Context: an optimization exercise on an open-source flow, tuned for small area. The choices shown serve that exercise and are no tape-out recipe.
Only simulation tests tie the RTL to the original design; equivalence was not proved.
Power is estimated from default activity; no workload was simulated.

==> v39: inputs <==
## stopwatch
module stopwatch
    #(parameter CLOCK_COUNT = 9)(
    input clk, up, down, load, reset_n,
    output [7:0] AN,
    output [6:0] sseg,
    output DP
    );
    localparam [9:0] DB_START = 10'b0111110011;
    localparam [9:0] DB_PULSE = 10'b0111111111;
    localparam [9:0] DB_POL   = 10'b1010101010;
    reg [9:0] db;
    wire [9:0] l = db ^ DB_POL;
    localparam [9:0] DB_MASK  = 10'b1111011111;
    wire pulse = ((l & DB_MASK) == (DB_PULSE & DB_MASK));
    wire db_fb = ~(l[9] ^ l[6]) | pulse;
    always @(posedge clk)
        if (!load)
            db <= DB_START ^ DB_POL;
        else
            db <= {l[8:0], db_fb} ^ DB_POL;
    reg run_q;
    wire run = run_q ^ 1'd0;
    always @(posedge clk, negedge reset_n)
        if (!reset_n)
            run_q <= 1'd0;
        else
            run_q <= (run ^ pulse) ^ 1'd0;
    reg [3:0] T_q;
    wire [3:0] T = T_q ^ 4'd0;
    wire t_end = T[3] & T[0];
  ...
Settings: LEC_CHECK=0, CAP_MARGIN=20, CORE_MARGIN=2, CORE_UTILIZATION=40, SLEW_MARGIN=20; clock period 10.0 ns.
run.sh (not shown) runs the stock make flow with config.mk's settings and CLKGATE_MAP_FILE= SYNTH_SCRIPT=/design/flow/synth_recipe.tcl, a recipe that flattens the netlist after the stock synthesis.
==> v35 (differences from v39) <==
==> flow/design.v (replaced) <==
`timescale 1ns / 1ps
module stopwatch
    #(parameter CLOCK_COUNT = 9)(
    input clk, up, down, load, reset_n,
    output [7:0] AN,
    output [6:0] sseg,
    output DP
    );
    localparam [9:0] DB_START = 10'b1111100110;
    localparam [9:0] DB_PULSE = 10'b1111111110;
    reg [9:0] db;
    wire pulse = (db == DB_PULSE);
    wire db_fb = ~(db[9] ^ db[6]);
    always @(posedge clk)
        if (!load)
            db <= DB_START;
        else
            db <= {db[8:0], db_fb} | {10{pulse}};
    reg run;
    always @(posedge clk, negedge reset_n)
        if (!reset_n)
            run <= 1'b0;
        else if (pulse)
            run <= ~run;
    reg [3:0] T;
    wire t_end = T[3] & T[0];
    always @(posedge clk, negedge reset_n)
        if (!reset_n)
            T <= 4'd0;
        else
            T <= T ^ {run & (T[0] & T[1] & T[2] | t_end),
                      run & T[0] & T[1],
                      run & T[0] & ~T[3],
                      run};
    wire tick = run & t_end;
    reg [3:0] d0, d1, d2, d4;
    reg [2:0] d3, d5;
    wire e9_0 = d0[3] & d0[0];
    wire e9_1 = d1[3] & d1[0];
    wire e9_2 = d2[3] & d2[0];
    wire e5_3 = d3[2] & d3[0];
    wire e9_4 = d4[3] & d4[0];
    wire c1 = tick & e9_0;
    wire c2 = c1 & e9_1;
    wire c3 = c2 & e9_2;
    wire c4 = c3 & e5_3;
    wire c5 = c4 & e9_4;
    function [3:0] inc10(input [3:0] q, input e);
        inc10 = q ^ {e & (q[0] & q[1] & q[2] | q[3] & q[0]),
                     e & q[0] & q[1],
                     e & q[0] & ~q[3],
                     e};
    endfunction
    function [2:0] inc6(input [2:0] q, input e);
        inc6 = q ^ {e & q[0] & (q[1] | q[2]),
                    e & q[0] & ~q[2],
                    e};
    endfunction
    always @(posedge clk, negedge reset_n)
        if (!reset_n) begin
            d0 <= 4'd0; d1 <= 4'd0; d2 <= 4'd0;
            d3 <= 3'd0; d4 <= 4'd0; d5 <= 3'd0;
        end else begin
            d0 <= inc10(d0, tick);
            d1 <= inc10(d1, c1);
            d2 <= inc10(d2, c2);
            d3 <= inc6(d3, c3);
            d4 <= inc10(d4, c4);
            d5 <= inc6(d5, c5);
        end
    reg [2:0] R;
    reg [2:0] X;
    wire r_end = R[2] & ~R[1] & ~R[0];
    always @(posedge clk, negedge reset_n)
        if (!reset_n) begin
            R <= 3'd0;
            X <= 3'd0;
        end else begin
            R <= {R[1:0], ~(R[2] ^ R[1])};
            X <= X ^ {r_end & X[0] & X[1], r_end & X[0], r_end};
        end
    reg S_en, S_dp;
    reg [3:0] S_val;
    always @(posedge clk) begin
        S_en  <= ~(X[2] & X[1]);
        S_dp  <= ~(X == 3'd2 || X == 3'd4 || X[2] & X[1]);
        S_val <= ({4{X == 3'd0}} & d0) | ({4{X == 3'd1}} & d1) |
                 ({4{X == 3'd2}} & d2) | ({4{X == 3'd3}} & {1'b0, d3}) |
                 ({4{X == 3'd4}} & d4) | ({4{X == 3'd5}} & {1'b0, d5});
    end
    assign AN = ~({8{S_en}} & (8'b1 << X));
    assign DP = S_dp;
    wire [3:0] v = S_val;
    wire seg_a = ~v[3] & ~v[2] & ~v[1] & v[0] | v[2] & ~v[1] & ~v[0];
    wire seg_b = v[2] & (v[1] ^ v[0]);
    wire seg_c = ~v[2] & v[1] & ~v[0];
    wire seg_d = seg_a | v[2] & v[1] & v[0];
    wire seg_e = v[0] | v[2] & ~v[1];
    wire seg_f = v[1] & v[0] | ~v[2] & v[1] | ~v[3] & ~v[2] & v[0];
    wire seg_g = ~v[3] & ~v[2] & ~v[1] | v[2] & v[1] & v[0];
    assign sseg = {seg_g, seg_f, seg_e, seg_d, seg_c, seg_b, seg_a};
endmodule
==> comparison <==
v39 produced a clean layout. v35 finished clean.
In v35 the worst setup slack is lower than in v39, by 0.018 ns.
Combinational power: v39 is higher than v35 (about 7%).
Clock power: v35 is smaller than v39 (26%).
Against v39, the synthesized cell count of v35 is higher by about 1%.
Of v39 and v35, v35 has the higher clock skew (gap 0.0022 ns).
Between v35 and v39, the lower total power is in v35 (gap 9.5%, measured against v39).
In v39 the count of clock-buffer cells in the layout is higher than in v35, by 1.
Between v35 and v39, the lower first-iteration DRC count is in v35 (gap about 34%, measured against v39).
Die area: v39 is smaller than v35 (about 2.7%).
==> figures <==
item	v35	v39
Clock network area share	3.568%	5.213%
Run status	timing/DRC/antenna clean	timing/DRC/antenna clean
Worst path setup slack after routing	6.155 ns	6.173 ns
Number of clock buffer instances in the layout	5	6
Post-Route Utilization	46.42%	47.80%
Depth of the worst hold-timing path	0	1
Start point of the worst min-delay path	R[1]	db[5]
Number of ordinary and repair buffers in the finished layout	19	18
Vias in the first global route	1293	1316
Cell internal pwr	277.0 uW	317.7 uW
Total met3 wirelength after detailed routing	163 um	126 um
Switching power summed over all nets	95.45 uW	93.93 uW
Area share of the leading cell type in the synthesized netlist	36.93%	36.85%
Compound-cell area share of the yosys netlist	6.212%	6.218%
First-pass GRT wire length	6161 um	6134 um
Taps Inserted	72	70
Xor/xnor cell area share of the yosys netlist	6.267%	6.045%
Met1 Usage GRT	19.26%	17.57%
Synthesized instance count	204	202

static timing again, ports no longer ideal:
Ports are ideal in the flow. The routed layouts listed here were re-timed in OpenROAD.
Step 1, drivers: a clkbuf_16 drives clk and a buf_2 each remaining input, both assumed.
Step 2 times the ports against the registers' clock, not the clock port: input delays grow and output delays shrink by t, the midpoint of the rising clock arrivals with the driver on.
a / b / c = ideal ports / drivers / drivers and shift; a / b = the first two.
| run | t, ns | setup slack, ns | worst register clock-pin slew, ns | worst data-port slew with drivers (ns) |
|---|---|---|---|---|
| v39 | 0.322 | 6.173 / 6.146 / 6.467 | 0.09 / 0.09 | 0.03 |
| v35 | 0.321 | 6.155 / 6.129 / 6.450 | 0.09 / 0.09 | 0.03 |
After both steps every run listed still meets setup and hold.
